This is an optimization exercise on Yosys and OpenROAD, whose aim is small area, a short achievable clock period and few clock cycles, not a production implementation. In this exercise RTL edits were held to simulation tests only and were not proved equivalent to the original.

[flow/run.sh]
#!/bin/bash
# synth_recipe.tcl (not shown) runs the flow's synth.tcl, then flattens the netlist and writes it again
# the make line also repeats each setting of config.mk as NAME=value (left out here)
make -C /OpenROAD-flow-scripts/flow DESIGN_CONFIG=/design/flow/config.mk WORK_HOME=/design/flow/orfs CLKGATE_MAP_FILE= SYNTH_SCRIPT=/design/flow/synth_recipe.tcl finish
[flow/config.mk]
export PLATFORM = sky130hd
export DESIGN_NAME = MAU
export DESIGN_NICKNAME = MAU
export VERILOG_FILES = /design/flow/design.v
export SDC_FILE = /design/flow/constraint.sdc
export NUM_CORES = 4
export LEC_CHECK = 0
export CAP_MARGIN = 20
export CORE_MARGIN = 2
export CORE_UTILIZATION = 40
export SETUP_SLACK_MARGIN = 5.0
export SLEW_MARGIN = 20
[flow/constraint.sdc]
create_clock -name core_clock -period 10.0 [get_ports {clk}]
set_input_delay 2.0000 -clock core_clock [delete_from_list [all_inputs] [get_ports {clk}]]
set_output_delay 2.0000 -clock core_clock [all_outputs]
set_load 0.01 [all_outputs]
[flow/design.v]
module Add_Compound18 (s0, s1, c0, c1, a, b);
	output [17:0] s0, s1;
	output c0, c1;
	input [17:0] a, b;
	wire g0_0;
	wire p0_0;
	wire g0_1;
	wire p0_1;
	wire g0_2;
	wire p0_2;
	wire g0_3;
	wire p0_3;
	wire g0_4;
	wire p0_4;
	wire g0_5;
	wire p0_5;
	wire g0_6;
	wire p0_6;
	wire g0_7;
	wire p0_7;
	wire g0_8;
	wire p0_8;
	wire g0_9;
	wire p0_9;
	wire g0_10;
	wire p0_10;
	wire g0_11;
	wire p0_11;
	wire g0_12;
	wire p0_12;
	wire g0_13;
	wire p0_13;
	wire g0_14;
	wire p0_14;
	wire g0_15;
	wire p0_15;
	wire g0_16;
	wire p0_16;
	wire g0_17;
	wire p0_17;
	wire g1_1;
	wire p1_1;
	wire g1_3;
	wire p1_3;
	wire g1_5;
	wire p1_5;
	wire g1_7;
	wire p1_7;
	wire g1_9;
	wire p1_9;
	wire g1_11;
	wire p1_11;
	wire g1_13;
	wire p1_13;
	wire g1_15;
	wire p1_15;
	wire g1_17;
	wire p1_17;
	wire g2_2;
	wire p2_2;
	wire g2_3;
	wire p2_3;
	wire g2_6;
	wire p2_6;
	wire g2_7;
	wire p2_7;
	wire g2_10;
	wire p2_10;
	wire g2_11;
	wire p2_11;
	wire g2_14;
	wire p2_14;
	wire g2_15;
	wire p2_15;
	wire g3_4;
	wire p3_4;
	wire g3_5;
	wire p3_5;
	wire g3_6;
	wire p3_6;
	wire g3_7;
	wire p3_7;
	wire g3_12;
	wire p3_12;
	wire g3_13;
	wire p3_13;
	wire g3_14;
	wire p3_14;
	wire g3_15;
	wire p3_15;
	wire g4_8;
	wire p4_8;
	wire g4_9;
	wire p4_9;
	wire g4_10;
	wire p4_10;
	wire g4_11;
	wire p4_11;
	wire g4_12;
	wire p4_12;
	wire g4_13;
	wire p4_13;
	wire g4_14;
	wire p4_14;
	wire g4_15;
	wire p4_15;
	wire g5_16;
	wire p5_16;
	wire g5_17;
	wire p5_17;
	assign g0_0 = a[0] & b[0];
	assign p0_0 = a[0] ^ b[0];
	assign g0_1 = a[1] & b[1];
	assign p0_1 = a[1] ^ b[1];
	assign g0_2 = a[2] & b[2];
	assign p0_2 = a[2] ^ b[2];
	assign g0_3 = a[3] & b[3];
	assign p0_3 = a[3] ^ b[3];
	assign g0_4 = a[4] & b[4];
	assign p0_4 = a[4] ^ b[4];
	assign g0_5 = a[5] & b[5];
	assign p0_5 = a[5] ^ b[5];
	assign g0_6 = a[6] & b[6];
	assign p0_6 = a[6] ^ b[6];
	assign g0_7 = a[7] & b[7];
	assign p0_7 = a[7] ^ b[7];
	assign g0_8 = a[8] & b[8];
	assign p0_8 = a[8] ^ b[8];
	assign g0_9 = a[9] & b[9];
	assign p0_9 = a[9] ^ b[9];
	assign g0_10 = a[10] & b[10];
	assign p0_10 = a[10] ^ b[10];
	assign g0_11 = a[11] & b[11];
	assign p0_11 = a[11] ^ b[11];
	assign g0_12 = a[12] & b[12];
	assign p0_12 = a[12] ^ b[12];
	assign g0_13 = a[13] & b[13];
	assign p0_13 = a[13] ^ b[13];
	assign g0_14 = a[14] & b[14];
	assign p0_14 = a[14] ^ b[14];
	assign g0_15 = a[15] & b[15];
	assign p0_15 = a[15] ^ b[15];
	assign g0_16 = a[16] & b[16];
	assign p0_16 = a[16] ^ b[16];
	assign g0_17 = a[17] & b[17];
	assign p0_17 = a[17] ^ b[17];
	assign g1_1 = g0_1 | (p0_1 & g0_0);
	assign p1_1 = p0_1 & p0_0;
	assign g1_3 = g0_3 | (p0_3 & g0_2);
	assign p1_3 = p0_3 & p0_2;
	assign g1_5 = g0_5 | (p0_5 & g0_4);
	assign p1_5 = p0_5 & p0_4;
	assign g1_7 = g0_7 | (p0_7 & g0_6);
	assign p1_7 = p0_7 & p0_6;
	assign g1_9 = g0_9 | (p0_9 & g0_8);
	assign p1_9 = p0_9 & p0_8;
	assign g1_11 = g0_11 | (p0_11 & g0_10);
	assign p1_11 = p0_11 & p0_10;
	assign g1_13 = g0_13 | (p0_13 & g0_12);
	assign p1_13 = p0_13 & p0_12;
	assign g1_15 = g0_15 | (p0_15 & g0_14);
	assign p1_15 = p0_15 & p0_14;
	assign g1_17 = g0_17 | (p0_17 & g0_16);
	assign p1_17 = p0_17 & p0_16;
	assign g2_2 = g0_2 | (p0_2 & g1_1);
	assign p2_2 = p0_2 & p1_1;
	assign g2_3 = g1_3 | (p1_3 & g1_1);
	assign p2_3 = p1_3 & p1_1;
	assign g2_6 = g0_6 | (p0_6 & g1_5);
	assign p2_6 = p0_6 & p1_5;
	assign g2_7 = g1_7 | (p1_7 & g1_5);
	assign p2_7 = p1_7 & p1_5;
	assign g2_10 = g0_10 | (p0_10 & g1_9);
	assign p2_10 = p0_10 & p1_9;
	assign g2_11 = g1_11 | (p1_11 & g1_9);
	assign p2_11 = p1_11 & p1_9;
	assign g2_14 = g0_14 | (p0_14 & g1_13);
	assign p2_14 = p0_14 & p1_13;
	assign g2_15 = g1_15 | (p1_15 & g1_13);
	assign p2_15 = p1_15 & p1_13;
	assign g3_4 = g0_4 | (p0_4 & g2_3);
	assign p3_4 = p0_4 & p2_3;
	assign g3_5 = g1_5 | (p1_5 & g2_3);
	assign p3_5 = p1_5 & p2_3;
	assign g3_6 = g2_6 | (p2_6 & g2_3);
	assign p3_6 = p2_6 & p2_3;
	assign g3_7 = g2_7 | (p2_7 & g2_3);
	assign p3_7 = p2_7 & p2_3;
	assign g3_12 = g0_12 | (p0_12 & g2_11);
	assign p3_12 = p0_12 & p2_11;
	assign g3_13 = g1_13 | (p1_13 & g2_11);
	assign p3_13 = p1_13 & p2_11;
	assign g3_14 = g2_14 | (p2_14 & g2_11);
	assign p3_14 = p2_14 & p2_11;
	assign g3_15 = g2_15 | (p2_15 & g2_11);
	assign p3_15 = p2_15 & p2_11;
	assign g4_8 = g0_8 | (p0_8 & g3_7);
	assign p4_8 = p0_8 & p3_7;
	assign g4_9 = g1_9 | (p1_9 & g3_7);
	assign p4_9 = p1_9 & p3_7;
	assign g4_10 = g2_10 | (p2_10 & g3_7);
	assign p4_10 = p2_10 & p3_7;
	assign g4_11 = g2_11 | (p2_11 & g3_7);
	assign p4_11 = p2_11 & p3_7;
	assign g4_12 = g3_12 | (p3_12 & g3_7);
	assign p4_12 = p3_12 & p3_7;
	assign g4_13 = g3_13 | (p3_13 & g3_7);
	assign p4_13 = p3_13 & p3_7;
	assign g4_14 = g3_14 | (p3_14 & g3_7);
	assign p4_14 = p3_14 & p3_7;
	assign g4_15 = g3_15 | (p3_15 & g3_7);
	assign p4_15 = p3_15 & p3_7;
	assign g5_16 = g0_16 | (p0_16 & g4_15);
	assign p5_16 = p0_16 & p4_15;
	assign g5_17 = g1_17 | (p1_17 & g4_15);
	assign p5_17 = p1_17 & p4_15;
	assign s0[0] = p0_0 ^ 1'b0;
	assign s1[0] = p0_0 ^ 1'b1;
	assign s0[1] = p0_1 ^ g0_0;
	assign s1[1] = p0_1 ^ (g0_0 | p0_0);
	assign s0[2] = p0_2 ^ g1_1;
	assign s1[2] = p0_2 ^ (g1_1 | p1_1);
	assign s0[3] = p0_3 ^ g2_2;
	assign s1[3] = p0_3 ^ (g2_2 | p2_2);
	assign s0[4] = p0_4 ^ g2_3;
	assign s1[4] = p0_4 ^ (g2_3 | p2_3);
	assign s0[5] = p0_5 ^ g3_4;
	assign s1[5] = p0_5 ^ (g3_4 | p3_4);
	assign s0[6] = p0_6 ^ g3_5;
	assign s1[6] = p0_6 ^ (g3_5 | p3_5);
	assign s0[7] = p0_7 ^ g3_6;
	assign s1[7] = p0_7 ^ (g3_6 | p3_6);
	assign s0[8] = p0_8 ^ g3_7;
	assign s1[8] = p0_8 ^ (g3_7 | p3_7);
	assign s0[9] = p0_9 ^ g4_8;
	assign s1[9] = p0_9 ^ (g4_8 | p4_8);
	assign s0[10] = p0_10 ^ g4_9;
	assign s1[10] = p0_10 ^ (g4_9 | p4_9);
	assign s0[11] = p0_11 ^ g4_10;
	assign s1[11] = p0_11 ^ (g4_10 | p4_10);
	assign s0[12] = p0_12 ^ g4_11;
	assign s1[12] = p0_12 ^ (g4_11 | p4_11);
	assign s0[13] = p0_13 ^ g4_12;
	assign s1[13] = p0_13 ^ (g4_12 | p4_12);
	assign s0[14] = p0_14 ^ g4_13;
	assign s1[14] = p0_14 ^ (g4_13 | p4_13);
	assign s0[15] = p0_15 ^ g4_14;
	assign s1[15] = p0_15 ^ (g4_14 | p4_14);
	assign s0[16] = p0_16 ^ g4_15;
	assign s1[16] = p0_16 ^ (g4_15 | p4_15);
	assign s0[17] = p0_17 ^ g5_16;
	assign s1[17] = p0_17 ^ (g5_16 | p5_16);
	assign c0 = g5_17;
	assign c1 = g5_17 | p5_17;
endmodule
module FP_Output_Pipe (output logic [15:0] FP16,
					input logic [17:0] mantissa,
					input logic [4:0] exponent,
					input logic sign);
	logic [10:0] rounded_mantissa;
	logic round_up, overflow;
	always_comb
	begin
		round_up = mantissa[6];  
		rounded_mantissa = mantissa[16:7] + (round_up ? 10'd1 : '0);
		overflow = rounded_mantissa[10];
		FP16[15] = sign;
		FP16[14:10] = exponent + ((overflow && ~&exponent) ? 5'd1 : '0);
		FP16[9:0] = rounded_mantissa[9:0];
	end
endmodule
module IM_LZC18 (output logic [4:0] lz,
				input logic [17:0] number);
	always_comb
	begin
		lz = 5'd18;
		for (int i = 0; i < 18; i++)
			if (number[i]) lz = 5'(17 - i);
	end
endmodule
module MULT11_Booth (r0, r1, a, neg, one, two);
	output [21:0] r0, r1;
	input [10:0] a;
	input [5:0] neg, one, two;
	wire w1;
	wire w2;
	wire w3;
	wire w4;
	wire w5;
	wire w6;
	wire w7;
	wire w8;
	wire w9;
	wire w10;
	wire w11;
	wire w12;
	wire w13;
	wire w14;
	wire w15;
	wire w16;
	wire w17;
	wire w18;
	wire w19;
	wire w20;
	wire w21;
	wire w22;
	wire w23;
	wire w24;
	wire w25;
	wire w26;
	wire w27;
	wire w28;
	wire w29;
	wire w30;
	wire w31;
	wire w32;
	wire w33;
	wire w34;
	wire w35;
	wire w36;
	wire w37;
	wire w38;
	wire w39;
	wire w40;
	wire w41;
	wire w42;
	wire w43;
	wire w44;
	wire w45;
	wire w46;
	wire w47;
	wire w48;
	wire w49;
	wire w50;
	wire w51;
	wire w52;
	wire w53;
	wire w54;
	wire w55;
	wire w56;
	wire w57;
	wire w58;
	wire w59;
	wire w60;
	wire w61;
	wire w62;
	wire w63;
	wire w64;
	wire w65;
	wire w66;
	wire w67;
	wire w68;
	wire w69;
	wire w70;
	wire w71;
	wire w72;
	wire w73;
	wire w74;
	wire w75;
	wire w76;
	wire w77;
	wire w78;
	wire w79;
	wire w80;
	wire w81;
	wire w82;
	wire w83;
	wire w84;
	wire w85;
	wire w86;
	wire w87;
	wire w88;
	wire w89;
	wire w90;
	wire w91;
	wire w92;
	wire w93;
	wire w94;
	wire w95;
	wire w96;
	wire w97;
	wire w98;
	wire w99;
	wire w100;
	wire w101;
	wire w102;
	wire w103;
	wire w104;
	wire w105;
	wire w106;
	wire w107;
	wire w108;
	wire w109;
	wire w110;
	wire w111;
	wire w112;
	assign {w2, w1} = (((a[6] & one[0]) | (a[5] & two[0])) ^ neg[0]) + (((a[4] & one[1]) | (a[3] & two[1])) ^ neg[1]);
	assign {w4, w3} = (((a[7] & one[0]) | (a[6] & two[0])) ^ neg[0]) + (((a[5] & one[1]) | (a[4] & two[1])) ^ neg[1]);
	assign {w6, w5} = (((a[8] & one[0]) | (a[7] & two[0])) ^ neg[0]) + (((a[6] & one[1]) | (a[5] & two[1])) ^ neg[1]) + (((a[4] & one[2]) | (a[3] & two[2])) ^ neg[2]);
	assign {w8, w7} = (((a[2] & one[3]) | (a[1] & two[3])) ^ neg[3]) + (((a[0] & one[4])) ^ neg[4]);
	assign {w10, w9} = (((a[9] & one[0]) | (a[8] & two[0])) ^ neg[0]) + (((a[7] & one[1]) | (a[6] & two[1])) ^ neg[1]) + (((a[5] & one[2]) | (a[4] & two[2])) ^ neg[2]);
	assign {w12, w11} = (((a[3] & one[3]) | (a[2] & two[3])) ^ neg[3]) + (((a[1] & one[4]) | (a[0] & two[4])) ^ neg[4]);
	assign {w14, w13} = (((a[10] & one[0]) | (a[9] & two[0])) ^ neg[0]) + (((a[8] & one[1]) | (a[7] & two[1])) ^ neg[1]) + (((a[6] & one[2]) | (a[5] & two[2])) ^ neg[2]);
	assign {w16, w15} = (((a[4] & one[3]) | (a[3] & two[3])) ^ neg[3]) + (((a[2] & one[4]) | (a[1] & two[4])) ^ neg[4]) + ((a[0] & one[5]));
	assign {w18, w17} = (((a[10] & two[0])) ^ neg[0]) + (((a[9] & one[1]) | (a[8] & two[1])) ^ neg[1]) + (((a[7] & one[2]) | (a[6] & two[2])) ^ neg[2]);
	assign {w20, w19} = (((a[5] & one[3]) | (a[4] & two[3])) ^ neg[3]) + (((a[3] & one[4]) | (a[2] & two[4])) ^ neg[4]) + ((a[1] & one[5]) | (a[0] & two[5]));
	assign {w22, w21} = (((a[10] & one[1]) | (a[9] & two[1])) ^ neg[1]) + (((a[8] & one[2]) | (a[7] & two[2])) ^ neg[2]) + (((a[6] & one[3]) | (a[5] & two[3])) ^ neg[3]);
	assign {w24, w23} = (((a[4] & one[4]) | (a[3] & two[4])) ^ neg[4]) + ((a[2] & one[5]) | (a[1] & two[5])) + neg[0];
	assign {w26, w25} = (((a[10] & two[1])) ^ neg[1]) + (((a[9] & one[2]) | (a[8] & two[2])) ^ neg[2]) + (((a[7] & one[3]) | (a[6] & two[3])) ^ neg[3]);
	assign {w28, w27} = (((a[5] & one[4]) | (a[4] & two[4])) ^ neg[4]) + ((a[3] & one[5]) | (a[2] & two[5])) + neg[0];
	assign {w30, w29} = (((a[10] & one[2]) | (a[9] & two[2])) ^ neg[2]) + (((a[8] & one[3]) | (a[7] & two[3])) ^ neg[3]) + (((a[6] & one[4]) | (a[5] & two[4])) ^ neg[4]);
	assign {w32, w31} = ((a[4] & one[5]) | (a[3] & two[5])) + (!neg[0]) + (!neg[1]);
	assign {w34, w33} = (((a[10] & two[2])) ^ neg[2]) + (((a[9] & one[3]) | (a[8] & two[3])) ^ neg[3]) + (((a[7] & one[4]) | (a[6] & two[4])) ^ neg[4]);
	assign {w36, w35} = ((a[5] & one[5]) | (a[4] & two[5])) + 1'b1;
	assign {w38, w37} = (((a[10] & one[3]) | (a[9] & two[3])) ^ neg[3]) + (((a[8] & one[4]) | (a[7] & two[4])) ^ neg[4]) + ((a[6] & one[5]) | (a[5] & two[5]));
	assign {w40, w39} = (((a[10] & two[3])) ^ neg[3]) + (((a[9] & one[4]) | (a[8] & two[4])) ^ neg[4]);
	assign {w42, w41} = (((a[4] & one[0]) | (a[3] & two[0])) ^ neg[0]) + (((a[2] & one[1]) | (a[1] & two[1])) ^ neg[1]);
	assign {w44, w43} = (((a[5] & one[0]) | (a[4] & two[0])) ^ neg[0]) + (((a[3] & one[1]) | (a[2] & two[1])) ^ neg[1]);
	assign {w46, w45} = w1 + (((a[2] & one[2]) | (a[1] & two[2])) ^ neg[2]) + (((a[0] & one[3])) ^ neg[3]);
	assign {w48, w47} = w2 + w3 + (((a[3] & one[2]) | (a[2] & two[2])) ^ neg[2]);
	assign {w50, w49} = w4 + w5 + w7;
	assign {w52, w51} = w6 + w8 + w9;
	assign {w54, w53} = w10 + w12 + w13;
	assign {w56, w55} = w14 + w16 + w17;
	assign {w58, w57} = w18 + w20 + w21;
	assign {w60, w59} = w22 + w24 + w25;
	assign {w62, w61} = w26 + w28 + w29;
	assign {w64, w63} = w30 + w32 + w33;
	assign {w66, w65} = w34 + w36 + w37;
	assign {w68, w67} = w38 + w39 + ((a[7] & one[5]) | (a[6] & two[5]));
	assign {w70, w69} = w40 + (((a[10] & one[4]) | (a[9] & two[4])) ^ neg[4]) + ((a[8] & one[5]) | (a[7] & two[5]));
	assign {w72, w71} = (((a[10] & two[4])) ^ neg[4]) + ((a[9] & one[5]) | (a[8] & two[5]));
	assign {w74, w73} = (((a[2] & one[0]) | (a[1] & two[0])) ^ neg[0]) + (((a[0] & one[1])) ^ neg[1]);
	assign {w76, w75} = (((a[3] & one[0]) | (a[2] & two[0])) ^ neg[0]) + (((a[1] & one[1]) | (a[0] & two[1])) ^ neg[1]);
	assign {w78, w77} = w41 + (((a[0] & one[2])) ^ neg[2]) + neg[2];
	assign {w80, w79} = w42 + w43 + (((a[1] & one[2]) | (a[0] & two[2])) ^ neg[2]);
	assign {w82, w81} = w44 + w45 + neg[3];
	assign {w84, w83} = w46 + w47 + (((a[1] & one[3]) | (a[0] & two[3])) ^ neg[3]);
	assign {w86, w85} = w48 + w49 + neg[4];
	assign {w88, w87} = w50 + w51 + w11;
	assign {w90, w89} = w52 + w53 + w15;
	assign {w92, w91} = w54 + w55 + w19;
	assign {w94, w93} = w56 + w57 + w23;
	assign {w96, w95} = w58 + w59 + w27;
	assign {w98, w97} = w60 + w61 + w31;
	assign {w100, w99} = w62 + w63 + w35;
	assign {w102, w101} = w64 + w65 + (!neg[2]);
	assign {w104, w103} = w66 + w67 + 1'b1;
	assign {w106, w105} = w68 + w69 + (!neg[3]);
	assign {w108, w107} = w70 + w71 + 1'b1;
	assign {w110, w109} = w72 + ((a[10] & one[5]) | (a[9] & two[5])) + (!neg[4]);
	assign {w112, w111} = ((a[10] & two[5])) + 1'b1;
	assign r0 = {w110, w108, w106, w104, w102, w100, w98, w96, w94, w92, w90, w88, w86, w84, w82, w80, w78, w76, w74, w73, (((a[1] & one[0]) | (a[0] & two[0])) ^ neg[0]), (((a[0] & one[0])) ^ neg[0])};
	assign r1 = {w111, w109, w107, w105, w103, w101, w99, w97, w95, w93, w91, w89, w87, w85, w83, w81, w79, w77, w75, neg[1], 1'b0, neg[0]};
endmodule
module Booth_Encode11 (neg, one, two, b);
	output [5:0] neg, one, two;
	input [10:0] b;
	wire [12:0] x = {1'b0, b, 1'b0};
	genvar i;
	generate
		for (i = 0; i < 6; i = i + 1) begin : digit
			assign neg[i] = x[2*i+2] & ~(x[2*i+1] & x[2*i]);
			assign one[i] = x[2*i+1] ^ x[2*i];
			assign two[i] = (x[2*i+2] & ~x[2*i+1] & ~x[2*i]) | (~x[2*i+2] & x[2*i+1] & x[2*i]);
		end
	endgenerate
endmodule
module MAU_Multiplier (output logic [17:0] c_mantissa,
					output logic [4:0] c_exponent,
					output logic c_sign,
					input logic [10:0] a_mantissa,
					input logic [4:0] a_exponent, b_exponent,
					input logic a_sign, b_sign,
					input logic [5:0] b_neg, b_one, b_two);
	logic [21:0] r0, r1, product;
	logic [5:0] initial_exp;
	MULT11_Booth mult0 (
		.r0(r0),
		.r1(r1),
		.a(a_mantissa),
		.neg(b_neg),
		.one(b_one),
		.two(b_two)
	);
	always_comb
	begin
		product = r0 + r1;
		initial_exp = a_exponent + b_exponent;
		c_mantissa = product[21:4];
		c_exponent = (initial_exp < 6'd14) ? 5'd0 : ((initial_exp >= 6'd46) ? 5'd31 : 5'(initial_exp - 6'd14));
		c_sign = a_sign ^ b_sign;
	end
endmodule
module MAU_Adder_Align (output logic [17:0] sum,
				output logic [4:0] large_e,
				output logic ovf, sign,
				input logic [17:0] q_mantissa, p_mantissa,
				input logic [4:0] q_exponent, p_exponent,
				input logic q_sign, p_sign,
				input logic q_large,
				input logic [4:0] diff);
	logic [17:0] large_m, small_m, value, addend;
	logic large_s, small_s, sub;
	logic [18:0] t;
	logic [17:0] u;
	logic cout_u;
	Add_Compound18 add0 (
		.s0(t[17:0]),
		.s1(u),
		.c0(t[18]),
		.c1(cout_u),
		.a(large_m),
		.b(addend)
	);
	always_comb
	begin
		large_m = q_large ? q_mantissa : p_mantissa;
		small_m = q_large ? p_mantissa : q_mantissa;
		large_e = q_large ? q_exponent : p_exponent;
		large_s = q_large ? q_sign : p_sign;
		small_s = q_large ? p_sign : q_sign;
		value = small_m >> diff;
		sub = large_s ^ small_s;
		addend = sub ? ~value : value;
		ovf = ~sub & t[18];
		if (~sub)
		begin
			sum = t[18] ? t[18:1] : t[17:0];
			sign = large_s;
		end
		else if (t[18])
		begin
			sum = u;                  
			sign = large_s;
		end
		else
		begin
			sum = ~t[17:0];           
			sign = small_s;
		end
	end
endmodule
module MAU_Adder_Norm (output logic [17:0] c_mantissa,
				output logic [4:0] c_exponent, sh,
				input logic [17:0] sum,
				input logic [4:0] large_e,
				input logic ovf);
	logic [17:0] limit;
	assign limit = sum | (18'h20000 >> large_e);
	IM_LZC18 lzc0 (
		.lz(sh),
		.number(limit)
	);
	always_comb
	begin
		c_mantissa = sum << sh;
		c_exponent = large_e - sh + {4'd0, ovf};
	end
endmodule
module MAU (output logic busy,
			output logic [15:0] dbs_output, dbi_output,
			input logic [15:0] data_bus_supr, data_bus_infr,
			input logic [15:0] matRAM,
			input logic start, mode, clk, reset, add_mode);
	logic [3:0] step;
	logic [16:0] hold_s, hold_i;
	logic [5:0] mat_neg, mat_one, mat_two, in_neg, in_one, in_two;
	logic [4:0] mat_e;
	logic mat_s;
	logic [17:0] p_m, q_m, r_m, mult_m, norm_m;
	logic [4:0] p_e, q_e, r_e, mult_e, norm_e, norm_sh;
	logic p_s, q_s, r_s, mult_s;
	logic q_large, next_q_large;
	logic [4:0] diff, next_diff;
	logic [17:0] x_sum, align_sum;
	logic [4:0] x_e, align_e;
	logic x_ovf, x_s, align_ovf, align_s;
	logic [6:0] x_d, x_nd, k, d, nd;
	logic d_pos;
	Booth_Encode11 enc0 (
		.neg(in_neg),
		.one(in_one),
		.two(in_two),
		.b({(|matRAM[14:10]), matRAM[9:0]})
	);
	MAU_Multiplier m_mult0 (
		.c_mantissa(mult_m),
		.c_exponent(mult_e),
		.c_sign(mult_s),
		.a_mantissa(hold_s[10:0]),
		.a_exponent(hold_s[15:11]),
		.a_sign(hold_s[16]),
		.b_exponent(mat_e),
		.b_sign(mat_s),
		.b_neg(mat_neg),
		.b_one(mat_one),
		.b_two(mat_two)
	);
	MAU_Adder_Align m_align0 (
		.sum(align_sum),
		.large_e(align_e),
		.ovf(align_ovf),
		.sign(align_s),
		.q_mantissa(q_m),
		.p_mantissa(p_m),
		.q_exponent(q_e),
		.p_exponent(p_e),
		.q_sign(q_s),
		.p_sign(p_s),
		.q_large(q_large),
		.diff(diff)
	);
	MAU_Adder_Norm m_norm0 (
		.c_mantissa(norm_m),
		.c_exponent(norm_e),
		.sh(norm_sh),
		.sum(x_sum),
		.large_e(x_e),
		.ovf(x_ovf)
	);
	FP_Output_Pipe out0 (
		.FP16(dbs_output),
		.mantissa(r_m),
		.exponent(r_e),
		.sign(r_s)
	);
	FP_Output_Pipe out1 (
		.FP16(dbi_output),
		.mantissa(q_m),
		.exponent(q_e),
		.sign(q_s)
	);
	always_comb
	begin
		k = x_ovf ? ((&x_e) ? 7'd31 : 7'h7f) : {2'd0, norm_sh};
		d = x_d + k;
		nd = x_nd - k;
		d_pos = ~d[6] && (d != 7'd0);
		if (step == 4'd8)
		begin
			next_q_large = ~d_pos;
			next_diff = d_pos ? d[4:0] : nd[4:0];
		end
		else
		begin
			next_q_large = p_e > mult_e;
			next_diff = (p_e > mult_e) ? (p_e - mult_e) : (mult_e - p_e);
		end
	end
	assign busy = (step != 4'd0);
	always_ff @ (posedge clk, posedge reset)
	begin
		if (reset)
			step <= 4'd0;
		else if (step == 4'd0)
		begin
			if (start) step <= 4'd1;
		end
		else if ((step == 4'd8 && mode) || step == 4'd10)
			step <= 4'd0;
		else
			step <= step + 4'd1;
	end
	always_ff @ (posedge clk)
	begin
		{mat_neg, mat_one, mat_two, mat_e, mat_s} <= {in_neg, in_one, in_two, matRAM[14:10], matRAM[15]};
		if (step == 4'd1 || (step == 4'd4 && ~(mode && ~add_mode)))
		begin
			hold_s <= {data_bus_supr[15:10], (|data_bus_supr[14:10]), data_bus_supr[9:0]};
			hold_i <= {data_bus_infr[15:10], (|data_bus_infr[14:10]), data_bus_infr[9:0]};
		end
		else if (step == 4'd2 || step == 4'd4 || step == 4'd5)
		begin
			hold_s <= hold_i;
			hold_i <= hold_s;
		end
		if (step == 4'd8)
			{p_m, p_e, p_s} <= {r_m, r_e, r_s};
		else
			{p_m, p_e, p_s} <= {mult_m, mult_e, mult_s};
		if (step == 4'd8)
			{q_m, q_e, q_s} <= {norm_m, norm_e, x_s};
		else if (step == 4'd3 || step == 4'd6)
			{q_m, q_e, q_s} <= {p_m, p_e, p_s};
		q_large <= next_q_large;
		diff <= next_diff;
		{x_sum, x_e, x_ovf, x_s} <= {align_sum, align_e, align_ovf, align_s};
		x_d <= {2'd0, r_e} - {2'd0, align_e};
		x_nd <= {2'd0, align_e} - {2'd0, r_e};
		if (step == 4'd5 || step == 4'd10)
			{r_m, r_e, r_s} <= {norm_m, norm_e, x_s};
	end
endmodule
==> flow_summary.toml, run 1 <==
[drt]
wl_met1_um = 19300
wirelength_um = 44100
dr_wl_met2_um = 21100
dr.max_layer_used = "met4"
wl_per_cell_um = 19.3
vias_per_cell = 5.64
ant_nets = 0
dr_wl_met3_um = 2800
drtIter0Drc = 1152
dr.pass1.iters = 5
detail_route.drc_violations = 0
vias = 12888

[critical_path]
required_ps = 10330
cp-end-kind = "flip-flop"
setup.worst_path.class = "flip-flop to flip-flop"
cp_max_fo = 6
cp-start-kind = "flip-flop"
cp.arrival_ps = 5240

[grt]
track_usage_pct = 21.0
grt_pass1_vias = 12366
grt_pass1_wl_um = 67800
antenna_found_initial = 0
grt_remaining_overflow = 0
grt_max_degree = 48

[floorplanning]
die_h_um = 202
core_um2 = 38600
rows = 72
initial_core_util_pct = 40.6
die_w_um = 202
die_area_um2 = 40800
pin_count = 86

[final_layout]
finalNetCount = 1973
multi_input_area_um2 = 10600
syn2layout_area_growth_pct = 15.3
layoutNonFillerInstCount = 2287
register_area_um2 = 4360
nFillCells = 3672
diodes = 0
drive_above_1_share_pct = 14.2

[sta]
finalSetupTns_ps = 0
slew_headroom_pct = 34.9
min_period_ps = 4900
report.final.slew_viol_count = 0
hold_ws_ps = 451
finalHoldViolations = 0
finalCritPeriodShare_pct = 49.0
fmax_mhz = 204
skew_ps = 14.9
tightestPinTransition_ps = 973
grt_setup_unrepaired = "yes"
finalSetupViolations = 0

[job]
maxCapViolations = 0

[cts]
cts-htree-levels = 4
clkLatencyLatePin_ps = 450
clk_path_buf_depth = 2
cts_tree = "yes"
clkTransAtPathRegs_ps = 80
numCtsBuffers = 17
holdBufCountCts = 0
clock_sinks = 174
cts_root_buffer = "clkbuf_16"

[place]
dp.cells = 2215
hpwl_um = 32800
gp_congestion = 0.926
numPortBuffers = 85

[worst_hold_path]
min_path_type = "flip-flop to flip-flop"

[synth]
synth_fp_nets = 1920
synth_cell_type_count = 90
synth_ff_type = "dfxtp_1"
ys_seq_area_share_pct = 27.6
syn_inst = 1703
ys_top_cells_by_area = "edfxtp_1, dfxtp_1, ha_1"
synth_top_cell_area_share_pct = 15.7
async_reset_ff_share_pct = 2.30
syn_area_per_cell_um2 = 9.21
synth.top_cells.by_count = "nand2_1, xnor2_1, inv_1"
synth-seq-cells = 174
synth_top_cell_by_area = "edfxtp_1"
ys_warn_count = 6
synth-edff-count = 82
netlist_area_um2 = 15700

[outcome]
status = "timing/DRC/antenna clean"
==> cells in the final DEF, fill, tap and decap left out, types with 9 or more instances in the layout <==
| cell | instances |
|---|---|
| inv_1 | 126 |
| a21o_1 | 25 |
| edfxtp_1 | 82 |
| dfxtp_2 | 11 |
| fa_1 | 52 |
| nand3_1 | 35 |
| o21a_1 | 11 |
| nor2b_1 | 16 |
| clkdlybuf4s50_1 | 82 |
| nor3_1 | 27 |
| a211oi_1 | 22 |
| or3_1 | 9 |
| nand2_1 | 133 |
| a22oi_1 | 57 |
| xnor2_1 | 129 |
| buf_4 | 39 |
| dfxtp_1 | 71 |
| o21ai_0 | 55 |
| nand2b_1 | 14 |
| nand3b_1 | 10 |
| mux2_2 | 68 |
| nor2_1 | 111 |
| a31oi_1 | 21 |
| mux2i_1 | 49 |
| nor4_1 | 10 |
| o21bai_1 | 9 |
| ha_1 | 106 |
| mux4_2 | 18 |
| and3_1 | 12 |
| clkbuf_16 | 22 |
| xor2_1 | 37 |
| a21oi_1 | 91 |
==> sequential cells by signal, indices dropped and copies added (netlist names), 4 cells and up <==
signal,count
diff,5
p_m,18
q_m,18
mat_two,6
r_m,18
mat_one,6
hold_s,17
mat_neg,5
q_e,5
p_e,5
x_sum,18
step,4
r_e,5
x_nd,4
mat_e,5
x_e,5
x_d,6
hold_i,17
==> cell families after synthesis <==
kind of cell | after synthesis | share of synthesized area [%]
adder cells (fa/ha/maj) | 164 | 15.6
AND/OR/NAND/NOR | 426 | 13.1
multiplexers | 137 | 10.7
XOR/XNOR | 171 | 9.54
buffers and inverters | 235 | 6.05
AO/OA/AOI/OAI | 396 | 17.4
flip-flops | 174 | 27.6
==> worst max-delay path: stages (launching register included) <==
cell,delay (ps)
dfxtp_4,410
buf_12,150
mux4_2,520
nand2_1,80
a21oi_1,60
a21oi_1,150
nor2_1,50
a21oi_1,140
o21ai_1,90
xnor2_1,280
ha_2,220
inv_1,60
fa_2,400
nor2b_4,180
o2111ai_4,160
a311oi_2,230
buf_4,170
o221a_4,200
o22a_1,200
a221o_2,280
buf_12,150
buf_4,100
nor3_1,40
or4_1,490
==> per-stage QoR <==
| stage | worst slack [ps] | instance area [um^2] | util, % |
|---|---|---|---|
| final | 5100 | 18100 | 46.8 |
| after global routing | 4880 | 18100 | 46.8 |
| after CTS | 4850 | 17600 | 45.6 |
| after detailed placement | 3970 | 16900 | 43.7 |
| after global placement | 4150 | 16900 | 43.7 |
| after floorplan | 5090 | 15700 | - |
==> timing repair <==
action | 4_1_cts | 5_1_grt
pin swaps | 3 | 11
gates resized for setup | 24 | 44
endpoints found under the setup margin | 32 | 30
cloned | 0 | 5
buffers inserted | 10 | 24
hold endpoints to repair | 0 | 0
==> final timing paths <==
check	endpoint	start	slack, ps	cells after the start
max in group asynchronous	step[1]$_DFFE_PP0P_	reset	8070	2
max reg2reg	x_sum[5]$_DFF_P_	q_large$_DFF_P_	5100	23
min reg2reg	p_m[5]$_DFF_P_	r_m[5]$_DFFE_PP_	450	2
min	p_m[5]$_DFF_P_	r_m[5]$_DFFE_PP_	450	2
min in group asynchronous	step[0]$_DFFE_PP0P_	reset	1760	2
max	x_sum[5]$_DFF_P_	q_large$_DFF_P_	5100	23
==> area by class of cell <==
class | count | share of cell area (%)
clock buffer | 17 | 2.35
clock inverter | 15 | 0.913
tap | 518 | 3.58
multi-input combinational | 1294 | 58.6
timing repair buffer | 135 | 7.61
inverter | 134 | 2.81
sequential | 174 | 24.1
==> layer usage <==
metal  global-route usage [%]  up-vias
li1                         -     6186
met5                        0        -
met2                     35.2      430
met3                     3.97       57
met1                     27.7     6215
met4                     5.86        0
Testbench counts, summed over its fixed seeds: cycles 32,000.
==> run 2: changes to the inputs <==
--- a/flow/design.v
+++ b/flow/design.v
@@ -258,13 +258,10 @@
 					input logic [4:0] exponent,
-					input logic sign);
-	logic [10:0] rounded_mantissa;
-	logic round_up, overflow;
+					input logic sign, all_ones);
+	logic overflow;
 	always_comb
 	begin
-		round_up = mantissa[6];  
-		rounded_mantissa = mantissa[16:7] + (round_up ? 10'd1 : '0);
-		overflow = rounded_mantissa[10];
+		overflow = mantissa[6] & all_ones;
 		FP16[15] = sign;
 		FP16[14:10] = exponent + ((overflow && ~&exponent) ? 5'd1 : '0);
-		FP16[9:0] = rounded_mantissa[9:0];
+		FP16[9:0] = mantissa[16:7] + {9'd0, mantissa[6]};
 	end
@@ -573,2 +570,3 @@
 	logic p_s, q_s, r_s, mult_s;
+	logic q_ao, r_ao;
 	logic q_large, next_q_large;
@@ -625,3 +623,4 @@
 		.exponent(r_e),
-		.sign(r_s)
+		.sign(r_s),
+		.all_ones(r_ao)
 	);
@@ -631,3 +630,4 @@
 		.exponent(q_e),
-		.sign(q_s)
+		.sign(q_s),
+		.all_ones(q_ao)
 	);
@@ -682,5 +682,5 @@
 		if (step == 4'd8)
-			{q_m, q_e, q_s} <= {norm_m, norm_e, x_s};
+			{q_m, q_e, q_s, q_ao} <= {norm_m, norm_e, x_s, (&norm_m[16:7])};
 		else if (step == 4'd3 || step == 4'd6)
-			{q_m, q_e, q_s} <= {p_m, p_e, p_s};
+			{q_m, q_e, q_s, q_ao} <= {p_m, p_e, p_s, (&p_m[16:7])};
 		q_large <= next_q_large;
@@ -691,3 +691,3 @@
 		if (step == 4'd5 || step == 4'd10)
-			{r_m, r_e, r_s} <= {norm_m, norm_e, x_s};
+			{r_m, r_e, r_s, r_ao} <= {norm_m, norm_e, x_s, (&norm_m[16:7])};
 	end
==> run 2 against run 1 <==
Non-clock buffer count increased by 7. Global-route usage increased by 0.25 points. Area after synthesis decreased by 0.81%. Core utilization decreased by 0.25 points. Critical path depth decreased by 2. Sequential cell count increased by 2. Maximum frequency increased by 2.0%. First-iteration DRC count decreased by 20%. Critical path type unchanged. Largest cell class unchanged.
==> flow_summary.toml, run 2 <==
[outcome]
status = "timing/DRC/antenna clean"

[place]
numPortBuffers = 85
gp_congestion = 0.896
dp_slack_ps = 3930
hpwl_um = 32700
placed_area_um2 = 16800

[grt]
grt_max_degree = 63
track_usage_pct = 21.3
grt_remaining_overflow = 0
antenna_found_initial = 0
grt_pass1_vias = 12457
grt_pass1_wl_um = 68400

[synth]
async_reset_ff_share_pct = 2.27
syn_area_per_cell_um2 = 9.04
ys_warn_count = 6
synth-seq-cells = 176
synth_cell_type_count = 93
syn_inst = 1721
synth-edff-count = 84
synth.top_cells.by_count = "nand2_1, nor2_1, xnor2_1"
synth_top_cell_area_share_pct = 16.2
synth_fp_nets = 1938
synth_ff_type = "dfxtp_1"
ys_seq_area_share_pct = 28.2
netlist_area_um2 = 15600
synth_top_cell_by_area = "edfxtp_1"
yosysMostFrequentCell = "nand2_1"
ys_top_cells_by_area = "edfxtp_1, dfxtp_1, ha_1"

[cts]
holdBufCountCts = 0
cts-htree-levels = 4
clock_sinks = 176
clkTransAtPathRegs_ps = 80
cts_tree = "yes"
numCtsBuffers = 17
clk_path_buf_depth = 2
clkLatencyLatePin_ps = 450
cts_root_buffer = "clkbuf_16"

[sta]
tightestPinTransition_ps = 1060
grt_setup_unrepaired = "no"
fmax_mhz = 208
finalCritPeriodShare_pct = 48.1
skew_ps = 10.9
finalSetupViolations = 0
setup_slack_ps = 5190
slew_headroom_pct = 29.2
finalSetupTns_ps = 0
report.final.slew_viol_count = 0
min_period_ps = 4810
finalHoldViolations = 0

[final_layout]
drive_above_1_share_pct = 13.7
mostFrequentLayoutCells = "nand2_1, nor2_1, xnor2_1"
diodes = 0
finalNetCount = 1996
design_area_um2 = 18000
fin_util_pct = 46.6
syn2layout_area_growth_pct = 15.4
final_common_cell = "nand2_1"

[drt]
detail_route.drc_violations = 0
ant_nets = 0
wl_per_cell_um = 18.9
vias_per_cell = 5.58
dr.pass1.iters = 8
vias = 12895
drtIter0Drc = 924
wirelength_um = 43500

[floorplanning]
core_um2 = 38600
rows = 72
initial_core_util_pct = 40.4
die_h_um = 201
die_area_um2 = 40500
die_w_um = 201
pin_count = 86

[critical_path]
cp-start-kind = "flip-flop"
setup.worst_path.class = "flip-flop to flip-flop"
cp_max_fo = 15
cp-end-kind = "flip-flop"
required_ps = 10350
cp.arrival_ps = 5160

[job]
maxCapViolations = 0

[worst_hold_path]
min_path_type = "flip-flop to flip-flop"
## run 2: cell count changes after synthesis, moves of 10 or more
| cell | change |
|---|---|
| nand2_1 | +20 |
| buf_2 | -10 |
| o21ai_0 | +12 |
| mux2_2 | -10 |
| nor2_1 | +23 |
| a21oi_1 | +23 |
| clkbuf_1 | +20 |
## run 2: layout make-up
cell class,instances,area [um^2]
Clock inverter,14,160
Clock buffer,18,439
Fill cell,3767,20600
Multi-Input combinational cell,1314,10500
Sequential cell,176,4420
Tap cell,518,648
Inverter,128,487
Timing Repair Buffer,142,1340
## run 2: cell families after synthesis
family | count (synthesis) | synth area share, %
compound gates | 388 | 16.5
fa+ha+maj | 164 | 15.7
flops | 176 | 28.2
mux | 123 | 9.84
xor+xnor | 170 | 9.57
simple gates | 468 | 14.4
buf+inv | 232 | 5.82
## run 2: what timing repair did
action / in CTS / in global routing
pin swaps: 4 / 5
cloned: 2 / 1
resized for setup: 32 / 26
buffers inserted: 22 / 23
setup endpoints to repair: 29 / 20
## run 2: path summary, 6_finish.rpt
kind | start | end | slack (ps) | depth (start not counted)
max | x_e[3]$_DFF_P_ | diff[2]$_DFF_P_ | 5190 | 21
min | r_m[0]$_DFFE_PP_ | p_m[0]$_DFF_P_ | 470 | 2
max reg2reg | x_e[3]$_DFF_P_ | diff[2]$_DFF_P_ | 5190 | 21
min reg2reg | r_m[0]$_DFFE_PP_ | p_m[0]$_DFF_P_ | 470 | 2
max in group asynchronous | reset | step[0]$_DFFE_PP0P_ | 8110 | 2
min in group asynchronous | reset | step[1]$_DFFE_PP0P_ | 1730 | 2
## run 2: stage by stage
| step | instances | hold WS [ps] |
|---|---|---|
| floorplan | 1721 | 408 |
| global placement | 2230 | 439 |
| detailed placement | 2230 | 449 |
| CTS | 2286 | 468 |
| global route | 2310 | 489 |
| finish | 2310 | 471 |
## run 2: critical path, stage by stage (launching register included)
cell and delay, ps:
dfxtp_2 590, and4bb_4 300, mux2i_1 190, o21ai_0 110
a211o_2 420, a21oi_4 280, nor2_4 90, inv_6 140
ha_1 150, inv_1 60, ha_1 210, fa_1 410
a21oi_1 160, nor2_1 50, nor2_1 160, xnor2_1 130
nor4_1 290, o21ai_0 170, o21ai_2 180, mux2i_1 290
nor2_1 70, a21oi_1 250
## run 2: layer usage
| metal | vias up | routed length (um) | global-route usage (%) |
|---|---|---|---|
| met5 | - | 0 | 0 |
| met4 | 0 | 1470 | 8.88 |
| met3 | 95 | 2170 | 3.17 |
| met2 | 430 | 20800 | 35.8 |
| met1 | 6162 | 19100 | 27.4 |
| li1 | 6208 | - | - |
Testbench counts of run 2, summed over its fixed seeds: cycles 32,000.

==> re-timing with driven ports <==
How much do the figures lean on ideal ports? The routed layouts below were timed once more, with nothing changed but the port constraints.
Step 1 assumes that a clkbuf_16 drives the clock port and a buf_2 every other input.
Step 2, shift: input delay + t, output delay - t, t = (earliest + latest rising clock arrival at the registers) / 2. This alone moves slack from input paths to output paths.
a / b / c = no drivers / after step 1 / after step 2; a / b = the first two.
run | t, ns | setup WS [ns] | worst register clock-pin slew, ns
run 1 | 0.491 | 5.096 / 5.096 / 5.096 | 0.08 / 0.08
run 2 | 0.499 | 5.191 / 5.191 / 5.191 | 0.08 / 0.08
After both steps every run listed still meets setup and hold.
